Background: an optimization exercise with open tools, aiming at small area, a short achievable clock period and few clock cycles. Do not read the settings as production practice.
At most, simulation tests tie the RTL to the original design; equivalence was not proved.
No functional check of the RTL was part of run 1.
Power is estimated from default activity; no workload was simulated.

==> design.v <==
module crc_ip
(
	output [31:0] HRDATA,
	output HREADYOUT,
	output HRESP,
	input [31:0] HWDATA,
	input [31:0] HADDR,
	input [ 2:0] HSIZE,
	input [ 1:0] HTRANS,
	input HWRITE,
	input HSElx,
	input HREADY,
	input HRESETn,
	input HCLK
);
localparam K  = 16;       
localparam KB = K / 8;    
localparam [2:0] A_DR   = 3'd0;
localparam [2:0] A_IDR  = 3'd1;
localparam [2:0] A_CR   = 3'd2;
localparam [2:0] A_INIT = 3'd4;
localparam [2:0] A_POL  = 3'd5;
reg       dp_valid;
reg       dp_write;
reg [2:0] dp_addr;
reg [1:0] dp_size;
always @(posedge HCLK)
	if (!HRESETn)
		dp_valid <= 1'b0;
	else if (HREADY) begin
		dp_valid <= HSElx && (HTRANS == 2'b10);
		dp_write <= HWRITE;
		dp_addr  <= HADDR[4:2];
		dp_size  <= HSIZE[1:0];
	end
reg  [4:0]  cr;           
reg  [7:0]  idr;
reg  [31:0] init_r;
reg  [31:0] pol_r;
reg  [31:0] res_r;        
reg         chain;        
reg  [31:0] dreg;         
reg  [2:0]  drem;         
reg  [K-1:1] q_r;         
wire dvalid = (drem != 3'd0);
wire [2:0] mbytes = (drem > KB) ? KB[2:0] : drem;
wire last_chunk = (drem <= KB);
wire wr     = dp_valid &&  dp_write;
wire sel_dr = (dp_addr == A_DR);
wire dr_ok  = !dvalid || last_chunk;
assign HREADYOUT = !(dp_valid && sel_dr && (dp_write ? !dr_ok : dvalid));
assign HRESP = 1'b0;
wire wr_dr   = wr && sel_dr && dr_ok;
wire wr_idr  = wr && (dp_addr == A_IDR);
wire wr_cr   = wr && (dp_addr == A_CR);
wire wr_init = wr && (dp_addr == A_INIT);
wire wr_pol  = wr && (dp_addr == A_POL);
function [31:0] rev_in;
	input [31:0] w;
	input [1:0]  t;
	integer i;
	begin
		for (i = 0; i < 32; i = i + 1)
			case (t)
				2'd0: rev_in[i] = w[i];
				2'd1: rev_in[i] = w[(i / 8) * 8 + 7 - (i % 8)];
				2'd2: rev_in[i] = w[(i / 16) * 16 + 15 - (i % 16)];
				default: rev_in[i] = w[31 - i];
			endcase
	end
endfunction
wire [31:0] din   = rev_in(HWDATA, cr[3:2]);
wire [31:0] mleft = {din[7:0], din[15:8], din[23:16], din[31:24]};
reg [5:0] sh;             
always @(*)
	case (cr[1:0])
		2'd0: sh = 6'd0;
		2'd1: sh = 6'd16;
		2'd2: sh = 6'd24;
		default: sh = 6'd25;
	endcase
wire [31:0] pp  = pol_r << sh;
wire [31:0] c0  = chain ? res_r : init_r;
wire [31:0] c0a = c0 << sh;
wire [31:0] x   = c0a ^ dreg;
reg [K-1:0] bv;
always @(*) begin
	bv = x[31 -: K];
	if (K > 8  && mbytes == 3'd1) bv = x[31:24];
	if (K > 16 && mbytes == 3'd2) bv = x[31:16];
end
wire [K-1:0] b;
genvar gi, gj;
generate
	for (gi = 0; gi < K; gi = gi + 1) begin : g_b
		assign b[gi] = bv[K - 1 - gi];
	end
endgenerate
wire [K-1:0] q = {q_r, 1'b1};
wire [K-1:0] f;
generate
	for (gi = 0; gi < K; gi = gi + 1) begin : g_f
		wire [gi:0] t;
		for (gj = 0; gj <= gi; gj = gj + 1) begin : g_t
			assign t[gj] = q[gj] & b[gi - gj];
		end
		assign f[gi] = ^t;
	end
endgenerate
reg [31:0] keep;
always @(*) begin
	keep = 32'h0;
	if (K > 8  && mbytes == 3'd1) keep = c0a << 8;
	if (K > 16 && mbytes == 3'd2) keep = c0a << 16;
	if (K == 8) keep = c0a << 8;
end
wire [31:0] cn;
generate
	for (gj = 0; gj < 32; gj = gj + 1) begin : g_c
		localparam integer LO = (K - 1 - gj > 0) ? K - 1 - gj : 0;
		wire [K-1:0] t;
		for (gi = 0; gi < K; gi = gi + 1) begin : g_t
			if (gi >= LO)
				assign t[gi] = f[gi] & pp[gj - (K - 1 - gi)];
			else
				assign t[gi] = 1'b0;
		end
		assign cn[gj] = (^t) ^ keep[gj];
	end
endgenerate
wire [31:0] res_next = cn >> sh;
function [K-1:0] recip;
	input [31:0] p;
	reg [32:0] a;
	reg [K-1:0] r;
	reg [31:0] tv;
	integer j, m, i, k;
	begin
		a[0] = 1'b1;
		for (j = 1; j <= 32; j = j + 1)
			a[j] = p[32 - j];
		r = {K{1'b0}};
		r[0] = 1'b1;
		for (m = 1; m < K; m = m * 2)
			for (i = m; i < 2 * m && i < K; i = i + 1) begin
				tv = 32'h0;
				for (k = 0; k <= i / 2; k = k + 1)
					tv[k] = r[k] & a[i - 2 * k];
				r[i] = ^tv;
			end
		recip = r;
	end
endfunction
wire [K-1:0] q_next = recip(pp);
always @(posedge HCLK)
	q_r <= q_next[K-1:1];
always @(posedge HCLK)
	if (!HRESETn) begin
		cr     <= 5'h00;
		idr    <= 8'h00;
		init_r <= 32'hffffffff;
		pol_r  <= 32'h04c11db7;
		res_r  <= 32'h0;
		chain  <= 1'b0;
		drem   <= 3'd0;
	end else begin
		if (wr_cr)
			cr <= HWDATA[7:3];
		if (wr_idr)
			idr <= HWDATA[7:0];
		if (wr_pol)
			pol_r <= HWDATA;
		if (wr_init)
			init_r <= HWDATA;
		else if (wr_cr && HWDATA[0])
			init_r <= 32'hffffffff;
		if (dvalid) begin
			res_r <= res_next;
			chain <= 1'b1;
		end
		if (wr_cr && HWDATA[0])
			chain <= 1'b0;
		if (wr_dr)
			drem <= (dp_size == 2'd0) ? 3'd1 : (dp_size == 2'd1) ? 3'd2 : 3'd4;
		else if (dvalid)
			drem <= drem - mbytes;
	end
generate
	if (K == 32) begin : g_d32
		always @(posedge HCLK)
			dreg <= mleft;
	end else begin : g_dk
		always @(posedge HCLK)
			if (wr_dr)
				dreg <= mleft;
			else if (dvalid)
				dreg <= dreg << K;
	end
endgenerate
wire [31:0] res_rev;
generate
	for (gi = 0; gi < 32; gi = gi + 1) begin : g_rev
		assign res_rev[gi] = res_r[31 - gi];
	end
endgenerate
reg [31:0] rdata;
always @(*)
	case (dp_addr)
		A_DR:    rdata = cr[4] ? res_rev : res_r;
		A_IDR:   rdata = {24'h0, idr};
		A_CR:    rdata = {24'h0, cr, 3'b000};
		A_INIT:  rdata = init_r;
		A_POL:   rdata = pol_r;
		default: rdata = 32'h0;
	endcase
assign HRDATA = rdata;
endmodule
==> run.sh <==
#!/bin/bash
# synth_recipe.tcl (not shown) runs the flow's synth.tcl, then flattens the netlist and writes it again
# the make line also repeats each setting of config.mk as NAME=value (left out here)
make -C /OpenROAD-flow-scripts/flow DESIGN_CONFIG=/design/flow/config.mk WORK_HOME=/design/flow/orfs CLKGATE_MAP_FILE= SYNTH_SCRIPT=/design/flow/synth_recipe.tcl finish
==> config.mk <==
export PLATFORM = sky130hd
export DESIGN_NAME = crc_ip
export DESIGN_NICKNAME = crc_ip
export VERILOG_FILES = /design/flow/design.v
export SDC_FILE = /design/flow/constraint.sdc
export NUM_CORES = 4
export LEC_CHECK = 0
export CAP_MARGIN = 20
export CORE_MARGIN = 2
export CORE_UTILIZATION = 40
export SLEW_MARGIN = 20
==> constraint.sdc <==
create_clock -name core_clock -period 10.0 [get_ports {HCLK}]
set_input_delay 2.0000 -clock core_clock [delete_from_list [all_inputs] [get_ports {HCLK}]]
set_output_delay 2.0000 -clock core_clock [all_outputs]
set_load 0.01 [all_outputs]
==> flow_summary.ini, run 1 <==
[run_status]
outcome = finished clean

[cts]
numCtsBuffers = 17
post-cts-setup-buffers = 0
cts_resized = 0
cts_tree = built
insertion_delay_ns = 0.46
h-tree-depth = 4
cts_root_buffer = clkbuf_16
clkSinkCount = 167
clockBufferDepth = 2
cts.clk_slew.worst_paths_ns = 0.08
ctsHoldBuffers = 0

[sta]
setup_ws_ns = 2.94
final-setup-viol-count = 0
grt_setup_unrepaired = no
tns_ns = 0
hold_violations = 0
relSlewSlack_pct = 23.5
slew_violations = 0
post-route-period-util_pct = 70.6
fmax_mhz = 142
worst_pin_slew_ns = 1.14
clock_skew_ns = 0.0160
fin_crit_ns = 7.06

[synthesis]
synth_nets = 2407
synth_area_leader_cell = xnor2_1
synthArstFlopShare_pct = 0
synthesis.instances = 2327
ys_ff_latch = 167
yosys_warnings = 1
synth.area.top_cells = xnor2_1 (16%), dfxtp_1 (14%), nand2_1 (11%), edfxtp_1 (6.2%), mux4_2 (5.9%)
avgSynthCellArea_um2 = 7.88
synthAdderAreaFrac_pct = 0.409
synthFlopType = dfxtp_1
synth_area_um2 = 18300
synth_top_family_by_area = XOR/XNOR gates
yosysUniqueCellTypes = 83
synth_top_cell_area_share_pct = 16.2
synth_compound_area_share_pct = 12.0
synth_simple_gate_area_share_pct = 21.0
muxShareOfSynthArea_pct = 15.1
synth_edf_count = 38
synth-seq-area-share_pct = 20.3
synth_xor_area_share_pct = 26.1

[worst_hold_path]
hp-class = reg2reg

[route]
drtIter0Drc = 2260
drtAntennaViolNets = 0
routed_wirelength_um = 70400
vias_per_cell = 5.95
num_vias = 17200
drc = 0
drt_pre_antenna_iters = 8
wl_per_cell_um = 24.4

[global_routing]
grt_pass1_wl_um = 106000
antenna_found_initial = 0
grt_pass1_vias = 16400
busiest_layer = met2
grt_max_degree = 58
grt_util_met2_pct = 46.9
grtUsageMet1_pct = 40.3
grt.total_usage_pct = 29.6
grt_overflow_total = 0
grtUsageMet3_pct = 5.08

[critical_path]
critical_path.endpoint = res_r[0]$_SDFFE_PN0N_
critPathBufInv = 1
path_depth = 16
critPathMaxFanout = 28
crit_chain = buf_4, mux2_2, o22ai_1, nor2_4, xor2_1, mux2_2, nor3_1, xnor3_1, xor3_2, nand2_1, xnor2_1, xnor3_1, xnor2_1, a21oi_1, a211o_1, a21oi_2
reg2reg_depth = 16
worstReg2RegEnd = res_r[0]$_SDFFE_PN0N_
cpLargestDelayFamily = XOR/XNOR gates
startpoint = chain$_SDFFE_PP0N_
slowest_stage = xor2_1
startpoint_type = flip-flop
worstPathArrival_ns = 7.45
cp_data_required_time_ns = 10.39
reg2reg_slack_ns = 2.94
cp-end-kind = flip-flop
critical-path-max-stage-delay_ns = 0.91
r2r-start = chain$_SDFFE_PP0N_
critical_path_class = reg2reg

[cells_and_area]
fin_nets = 2353
drive_above_1_share_pct = 11.3
area_growth_pct = 8.90
antenna_cells = 0
fin_util_pct = 44.1

[place]
place.gp.congestion = 0.967
portBuffers = 76
hpwl_um = 50400
place_ws_ns = 3.06

[job]
maxCapViolCount = 0

[die]
core-area_um2 = 45300
rows = 78
die_h_um = 218
num_io_pins = 108
dieArea_um2 = 47600
start_util_pct = 40.5
fp.dieW_um = 218

[power]
ir_drop_mv = 0.0984
p_leak_uw = 0.00735
p_total_uw = 1930
p_per_area_nw_per_um2 = 96.8
==> worst min path at each step <==
stage,end,slack [ns],start,cells past startpoint
2_1_floorplan,pol_r[25]$_SDFFE_PN0P_,0.44,pol_r[25]$_SDFFE_PN0P_,2
4_1_cts,pol_r[24]$_SDFFE_PN0P_,0.48,pol_r[24]$_SDFFE_PN0P_,2
5_1_grt,pol_r[24]$_SDFFE_PN0P_,0.50,pol_r[24]$_SDFFE_PN0P_,2
3_5_place_dp,pol_r[24]$_SDFFE_PN0P_,0.47,pol_r[24]$_SDFFE_PN0P_,2
3_3_place_gp,pol_r[24]$_SDFFE_PN0P_,0.47,pol_r[24]$_SDFFE_PN0P_,2
6_report,pol_r[24]$_SDFFE_PN0P_,0.48,pol_r[24]$_SDFFE_PN0P_,2
==> tightest hold or removal path, stage by stage (launching register included) <==
cell     delay (ns)
dfxtp_1        0.33
nand2_1        0.06
a21oi_1        0.05
==> through the flow <==
stage	area [µm²]	std cells	hold WS [ns]
final	20000	2886	0.484
after global routing	20000	2886	0.497
after CTS	20000	2886	0.479
after detailed placement	19400	2854	0.468
after global placement	19400	2854	0.470
after floorplan	18300	2327	0.443
==> cells in the mapped netlist, drive strengths merged (53+ instances only) <==
cell    count
a21oi      93
clkbuf    140
buf        56
nor2      171
xor2       87
nand3      53
xnor2     345
dfxtp     129
mux2       88
nand2     563
mux2i      69
o21ai      71
==> registers in the layout, summed over array words and instances, names as in the netlist <==
name      flops
chain         1
cr            5
dp_addr       3
dp_size       2
dp_valid      1
dp_write      1
dreg         32
drem          3
idr           8
init_r       32
pol_r        32
q_r          15
res_r        32
==> metal layers <==
metal,vias to the layer above,part of all wire (%)
li1,7782,-
met1,8362,42
met2,901,45
met3,138,9.1
met4,0,3.6
met5,-,0
==> kinds of logic after synthesis <==
group,after synthesis
xor+xnor,474
mux,205
other cells,2
compound gates,340
fa+ha+maj,6
simple gates,920
flops,167
buf+inv,213
==> final cells by class <==
cell class                      instances  area [µm²]
Clock buffer                           18         429
Sequential cell                       167        3730
Fill cell                            4590       25300
Tap cell                              600         751
Inverter                               17        63.8
Timing Repair Buffer                  123        1110
Clock inverter                         14         170
Multi-Input combinational cell       1947       13700
==> power by group <==
group	internal (µW)	total, µW	switching (µW)
Combinational	232	555	323
Sequential	691	696	5.64
Clock	341	683	342
Total	1260	1930	670
==> placed cells by master (no fill, tap or decap), types with 6 or more instances in the layout <==
| master | n |
|---|---|
| nand2_1 | 561 |
| xnor2_1 | 337 |
| nor2_1 | 164 |
| dfxtp_1 | 126 |
| a21oi_1 | 90 |
| xor2_1 | 87 |
| mux2_2 | 86 |
| clkdlybuf4s50_1 | 75 |
| mux2i_1 | 69 |
| o21ai_0 | 62 |
| nand3_1 | 52 |
| mux4_2 | 48 |
| o22ai_1 | 47 |
| buf_4 | 47 |
| a22oi_1 | 38 |
| xnor3_1 | 38 |
| edfxtp_1 | 38 |
| nor3_1 | 33 |
| nor2b_1 | 23 |
| a211oi_1 | 21 |
| nand2b_1 | 19 |
| and2_1 | 18 |
| clkbuf_16 | 17 |
| inv_1 | 14 |
| and3_1 | 10 |
| xnor2_2 | 8 |
| o21ai_1 | 7 |
| o211ai_1 | 7 |
| nor2_2 | 6 |
| o2111ai_1 | 6 |
| and2_0 | 6 |
| or3_1 | 6 |
| ha_1 | 6 |
==> inputs of run 2 (changes only) <==
--- a/design.v
+++ b/design.v
@@ -13,7 +13,7 @@
 	input HRESETn,
 	input HCLK
 );
-localparam K  = 16;       
+localparam K  = 32;       
 localparam KB = K / 8;    
 localparam [2:0] A_DR   = 3'd0;
 localparam [2:0] A_IDR  = 3'd1;
--- a/config.mk
+++ b/config.mk
@@ -8,4 +8,5 @@
 export CAP_MARGIN = 20
 export CORE_MARGIN = 2
 export CORE_UTILIZATION = 40
+export SETUP_SLACK_MARGIN = 5
 export SLEW_MARGIN = 20
==> flow_summary.ini, run 2 <==
[cts]
numCtsBuffers = 17
cts_root_buffer = clkbuf_16
cts_tree = built
ctsHoldBuffers = 0
clockBufferDepth = 2
insertion_delay_ns = 0.49
clkSinkCount = 183
h-tree-depth = 4
cts.clk_slew.worst_paths_ns = 0.09

[sta]
final-setup-viol-count = 0
worst_pin_slew_ns = 1.25
hold_violations = 0
grt_setup_unrepaired = yes
slew_violations = 0
clock_skew_ns = 0.0224
fin_crit_ns = 5.62
post-route-period-util_pct = 56.2
relSlewSlack_pct = 16.2
fmax_mhz = 178
tns_ns = 0

[place]
place_inst = 4586
portBuffers = 76
hpwl_um = 79500
place.gp.congestion = 0.977

[global_routing]
grt_pass1_wl_um = 191000
grt_overflow_total = 0
antenna_found_initial = 7
grt_max_degree = 60
grt_pass1_vias = 27400
grt.total_usage_pct = 34.8

[synthesis]
synth_nets = 3868
yosys_warnings = 1
synthTopCellsByCount = nand2_1 (968), xnor2_1 (699), nor2_1 (373), xor2_1 (224), clkbuf_1 (198)
synth-seq-area-share_pct = 13.0
avgSynthCellArea_um2 = 7.55
synth_area_leader_cell = xnor2_1
ys_ff_latch = 183
synthesis.instances = 3789
synth.area.top_cells = xnor2_1 (21%), nand2_1 (13%), dfxtp_1 (12%), xnor3_1 (10%), xor2_1 (6.9%)
synth_area_um2 = 28600
synth_top_cell_area_share_pct = 21.4
synth_edf_count = 6
synthFlopType = dfxtp_1
synthArstFlopShare_pct = 0
yosysUniqueCellTypes = 92
yosysMostFrequentCell = nand2_1

[critical_path]
startpoint_type = flip-flop
critical_path_class = reg2reg
cp_data_required_time_ns = 10.34
reg2reg_depth = 18
worstPathArrival_ns = 5.96
critPathMaxFanout = 6
cp-end-kind = flip-flop

[die]
core-area_um2 = 71100
rows = 98
dieArea_um2 = 73600
fp.dieW_um = 271
start_util_pct = 40.2
num_io_pins = 108
die_h_um = 271

[run_status]
outcome = finished clean

[cells_and_area]
multi_input_area_um2 = 25700
drive_above_1_share_pct = 24.0
fin_nets = 4067
stdcell_count = 4955
regArea_um2 = 3750
layout_common_cells = nand2_1 (913), xnor2_1 (623), nor2_1 (348), buf_4 (281), xor2_1 (205)
area_growth_pct = 27.6
final_common_cell = nand2_1
nFillCells = 6514

[route]
drc = 0
routed_wirelength_um = 134000
wl_per_cell_um = 27.1
drt_pre_antenna_iters = 8
vias_per_cell = 6.04
drtAntennaViolNets = 0
drtIter0Drc = 4607
num_vias = 30000

[power]
p_leak_uw = 0.0148
ir_drop_mv = 0.385
p_per_area_nw_per_um2 = 291

[job]
maxCapViolCount = 0

[worst_hold_path]
hp-class = reg2reg
whs_path_depth = 2
[run 2: cell type report]
cell class,instances,share of cell area (%)
repair buffers,501,14.0
inverters,23,0.247
multi-input cells,3262,70.5
diodes,5,0.0343
well taps,950,3.26
clock buffers,18,1.23
clock inverters,13,0.422
flip-flops and latches,183,10.3
[run 2: final timing paths]
path / start / to / slack, ns
max: chain$_SDFFE_PP0N_ / res_r[5]$_SDFFE_PN0N_ / 4.38
min: pol_r[21]$_SDFFE_PN0P_ / pol_r[21]$_SDFFE_PN0P_ / 0.48
max reg2reg: chain$_SDFFE_PP0N_ / res_r[5]$_SDFFE_PN0N_ / 4.38
min reg2reg: pol_r[21]$_SDFFE_PN0P_ / pol_r[21]$_SDFFE_PN0P_ / 0.48
[run 2: critical path, stage by stage (launching register included)]
cell      delay, ns
dfxtp_4        0.41
buf_4          0.17
mux2i_4        0.20
buf_4          0.16
mux4_2         0.61
xnor2_4        0.22
buf_12         0.15
nor2_4         0.09
xnor3_1        0.44
xnor3_1        0.22
xnor3_4        0.52
a222oi_1       0.61
xor2_1         0.33
xnor3_1        0.50
xnor2_2        0.17
xnor2_2        0.28
nand2_1        0.10
o21ai_1        0.16
a31oi_1        0.11
[run 2: cells by family after synthesis]
group / after synthesis / synth area share [%]
flip-flops: 183 / 13.0
AND/OR/NAND/NOR: 1562 / 22.1
adder cells (fa/ha/maj): 5 / 0.219
XOR/XNOR: 1079 / 40.3
multiplexers: 192 / 9.24
AO/OA/AOI/OAI: 407 / 9.42
buffers and inverters: 360 / 5.62
other: 1 / 0.0131
[run 2: repair_timing]
item                                    in CTS  in global routing
gates resized for setup                    388                176
pin swaps                                  146                110
buffers inserted                           211                 97
cloned                                      21                  4
endpoints found under the setup margin      52                 42
[run 2: power by group]
group          internal (µW)  total [µW]  switching, µW
Sequential               745         771           26.1
Combinational           4460        9130           4670
Clock                    369         719            350
Total                   5570       10600           5050
[run 2: metrics by stage]
stage / power, µW / hold WS [ns] / setup slack [ns] / instance area, µm² / util [%]
4_1_cts: 9390 / 0.476 / 4.57 / 34700 / 48.8
3_3_place_gp: 7010 / 0.462 / 2.48 / 30000 / 42.1
5_1_grt: 10800 / 0.494 / 4.34 / 36500 / 51.3
3_5_place_dp: 7010 / 0.465 / 2.44 / 30000 / 42.1
2_1_floorplan: 5320 / 0.443 / 5.20 / 28600 / -
6_report: 10600 / 0.483 / 4.38 / 36500 / 51.3
[run 2: metal layers]
metal	wire, µm	track usage [%]	part of all wire [%]
met5	12	0	0.0089
met4	11400	23.4	8.5
met3	20100	11.3	15
met2	54000	50.0	40
met1	48800	44.3	36
Testbench counts of run 2, summed over its fixed seeds: cycles 8,445.
==> inputs of run 3 (changes only) <==
--- a/config.mk
+++ b/config.mk
@@ -8,5 +8,4 @@
 export CAP_MARGIN = 20
 export CORE_MARGIN = 2
 export CORE_UTILIZATION = 40
-export SETUP_SLACK_MARGIN = 5
 export SLEW_MARGIN = 20
==> flow_summary.ini, run 3 <==
[run_status]
outcome = finished clean

[synthesis]
synthesis.instances = 3789
avgSynthCellArea_um2 = 7.55
synth_nets = 3868
synth_area_leader_cell = xnor2_1
synth_area_um2 = 28600
synth-seq-area-share_pct = 13.0
synthFlopType = dfxtp_1
yosysUniqueCellTypes = 92
synthTopCellsByCount = nand2_1 (968), xnor2_1 (699), nor2_1 (373), xor2_1 (224), clkbuf_1 (198)
synthArstFlopShare_pct = 0
synth_top_cell_area_share_pct = 21.4
yosys_warnings = 1
synth_edf_count = 6
synth.area.top_cells = xnor2_1 (21%), nand2_1 (13%), dfxtp_1 (12%), xnor3_1 (10%), xor2_1 (6.9%)
yosysMostFrequentCell = nand2_1
ys_ff_latch = 183

[critical_path]
worstReg2RegEnd = res_r[5]$_SDFFE_PN0N_
cp_data_required_time_ns = 10.34
worstPathArrival_ns = 8.15
crit_chain = buf_4, mux2_1, mux4_2, xor2_1, buf_4, a21o_1, nand2_1, xnor2_1, xnor3_1, xnor3_1, buf_4, nand2_1, xor2_1, xnor3_1, xnor2_1, xnor2_1, nand2_1, o21ai_1, a31oi_1
critical-path-max-stage-delay_ns = 1.05
critPathMaxFanout = 20
r2r-start = chain$_SDFFE_PP0N_
reg2reg_slack_ns = 2.19
reg2reg_depth = 19
startpoint_type = flip-flop
critical_path_class = reg2reg
slowest_stage = xnor3_1
cp-end-kind = flip-flop

[cells_and_area]
regArea_um2 = 3730
layout_common_cells = nand2_1 (968), xnor2_1 (694), nor2_1 (364), xor2_1 (223), dfxtp_1 (173)
stdcell_count = 4617
final_common_cell = nand2_1
antenna_cells = 0
nFillCells = 7234
fin_nets = 3734
fin_util_pct = 43.0
area_growth_pct = 6.89
multi_input_area_um2 = 23400
drive_above_1_share_pct = 9.14

[route]
drt_pre_antenna_iters = 6
routed_wirelength_um = 117000
drtIter0Drc = 3616
wl_per_cell_um = 25.3
drtAntennaViolNets = 0
drc = 0
vias_per_cell = 5.89
num_vias = 27200

[cts]
numCtsBuffers = 17
cts_root_buffer = clkbuf_16
post-cts-setup-buffers = 0
insertion_delay_ns = 0.49
cts_tree = built
clkSinkCount = 183
h-tree-depth = 4
clockBufferDepth = 2
ctsHoldBuffers = 0
cts.clk_slew.worst_paths_ns = 0.08
cts_resized = 0

[sta]
final-setup-viol-count = 0
hold_violations = 0
clock_skew_ns = 0.0207
post-route-period-util_pct = 78.1
fmax_mhz = 128
worst_pin_slew_ns = 1.21
fin_crit_ns = 7.81
slew_violations = 0
relSlewSlack_pct = 19.4
grt_setup_unrepaired = no
tns_ns = 0

[worst_hold_path]
whs_path_depth = 2
whs_endpoint = pol_r[21]$_SDFFE_PN0P_
hp-start = pol_r[21]$_SDFFE_PN0P_
hp-class = reg2reg

[global_routing]
grt_overflow_total = 0
grt_pass1_vias = 25300
grt_pass1_wl_um = 172000
grt_max_degree = 60
antenna_found_initial = 1
grt.total_usage_pct = 31.0

[place]
hpwl_um = 79500
place_inst = 4586
place.gp.congestion = 0.977
portBuffers = 76

[die]
dieArea_um2 = 73600
core-area_um2 = 71100
die_h_um = 271
num_io_pins = 108
start_util_pct = 40.2
rows = 98
fp.dieW_um = 271

[job]
maxCapViolCount = 0

[power]
p_leak_uw = 0.0120
p_per_area_nw_per_um2 = 257
ir_drop_mv = 0.385
==> run 3: power breakdown <==
part	internal, µW	total [µW]	switching, µW
logic	2740	6370	3620
registers	747	769	22.4
clock network	369	715	346
total	3860	7850	3990
==> run 3: through the flow <==
| step | hold slack (ns) | cell area (µm²) | power [µW] | setup slack (ns) |
|---|---|---|---|---|
| 3_3_place_gp | 0.462 | 30000 | 7010 | 2.48 |
| 5_1_grt | 0.494 | 30600 | 8140 | 2.06 |
| 4_1_cts | 0.476 | 30600 | 7750 | 2.43 |
| 2_1_floorplan | 0.443 | 28600 | 5320 | 5.20 |
| 6_report | 0.483 | 30600 | 7850 | 2.19 |
| 3_5_place_dp | 0.465 | 30000 | 7010 | 2.44 |
==> run 3: worst max path at each step <==
stage                        from               endpoint
6_report       chain$_SDFFE_PP0N_  res_r[5]$_SDFFE_PN0N_
5_1_grt        cr[0]$_SDFFE_PN0P_  res_r[6]$_SDFFE_PN0N_
4_1_cts        chain$_SDFFE_PP0N_  res_r[5]$_SDFFE_PN0N_
3_5_place_dp   chain$_SDFFE_PP0N_  res_r[5]$_SDFFE_PN0N_
3_3_place_gp   chain$_SDFFE_PP0N_  res_r[5]$_SDFFE_PN0N_
2_1_floorplan  chain$_SDFFE_PP0N_  res_r[6]$_SDFFE_PN0N_
==> run 3: worst max-delay path: cells and delay by family (launching register included) <==
kind	cells	cell delay [ns]
AOI/OAI and AO/OA	3	0.82
DFF	1	0.78
and+or+nand+nor	3	0.35
xor gates and xnor gates	8	3.64
buffers and inverters	3	1.06
muxes	2	0.99
==> run 3: cells by family after synthesis <==
group | count (synthesis) | share of synthesized area, %
and+or+nand+nor | 1562 | 22.1
xor gates and xnor gates | 1079 | 40.3
AOI/OAI and AO/OA | 407 | 9.42
buffers and inverters | 360 | 5.62
muxes | 192 | 9.24
DFF | 183 | 13.0
adders and majority gates | 5 | 0.219
other | 1 | 0.0131
==> run 3: area by class of cell <==
| type | instances | share of cell area [%] |
|---|---|---|
| Tap cell | 950 | 3.89 |
| Multi-Input combinational cell | 3246 | 76.5 |
| Sequential cell | 183 | 12.2 |
| Clock buffer | 18 | 1.47 |
| Timing Repair Buffer | 184 | 5.13 |
| Clock inverter | 13 | 0.504 |
| Inverter | 23 | 0.282 |
==> run 3: layer usage <==
layer,track usage (%),up-vias,wire (µm)
met5,0,-,0
met4,17.8,0,7850
met3,6.55,407,13700
met2,46.2,1853,49200
met1,41.4,12900,45800
li1,-,12100,-

[what the ideal ports hide]
Ports are ideal in the flow. The routed layouts listed here were re-timed in OpenROAD.
Step 1, drivers: a clkbuf_16 drives HCLK and a buf_2 each remaining input, both assumed.
Step 2 adds t to the input delays and takes it off the output delays; t is the mean of the earliest and latest rising clock arrival at the registers after step 1. Input paths then give back, and output paths get back, about the clock's delay inside the block.
Slacks: ideal ports / drivers / drivers and shift; pairs: ideal ports / drivers.
run | shift t [ns] | slack for setup (ns) | latest minus earliest clock arrival (ns) | worst register clock-pin slew, ns
run 1 | 0.496 | 2.940 / 2.940 / 2.940 | 0.017 / 0.017 | 0.08 / 0.08
run 2 | 0.537 | 4.377 / 4.377 / 4.377 | 0.022 / 0.022 | 0.09 / 0.09
run 3 | 0.540 | 2.186 / 2.186 / 2.186 | 0.021 / 0.021 | 0.09 / 0.09
After both steps setup and hold are still met in every run listed.
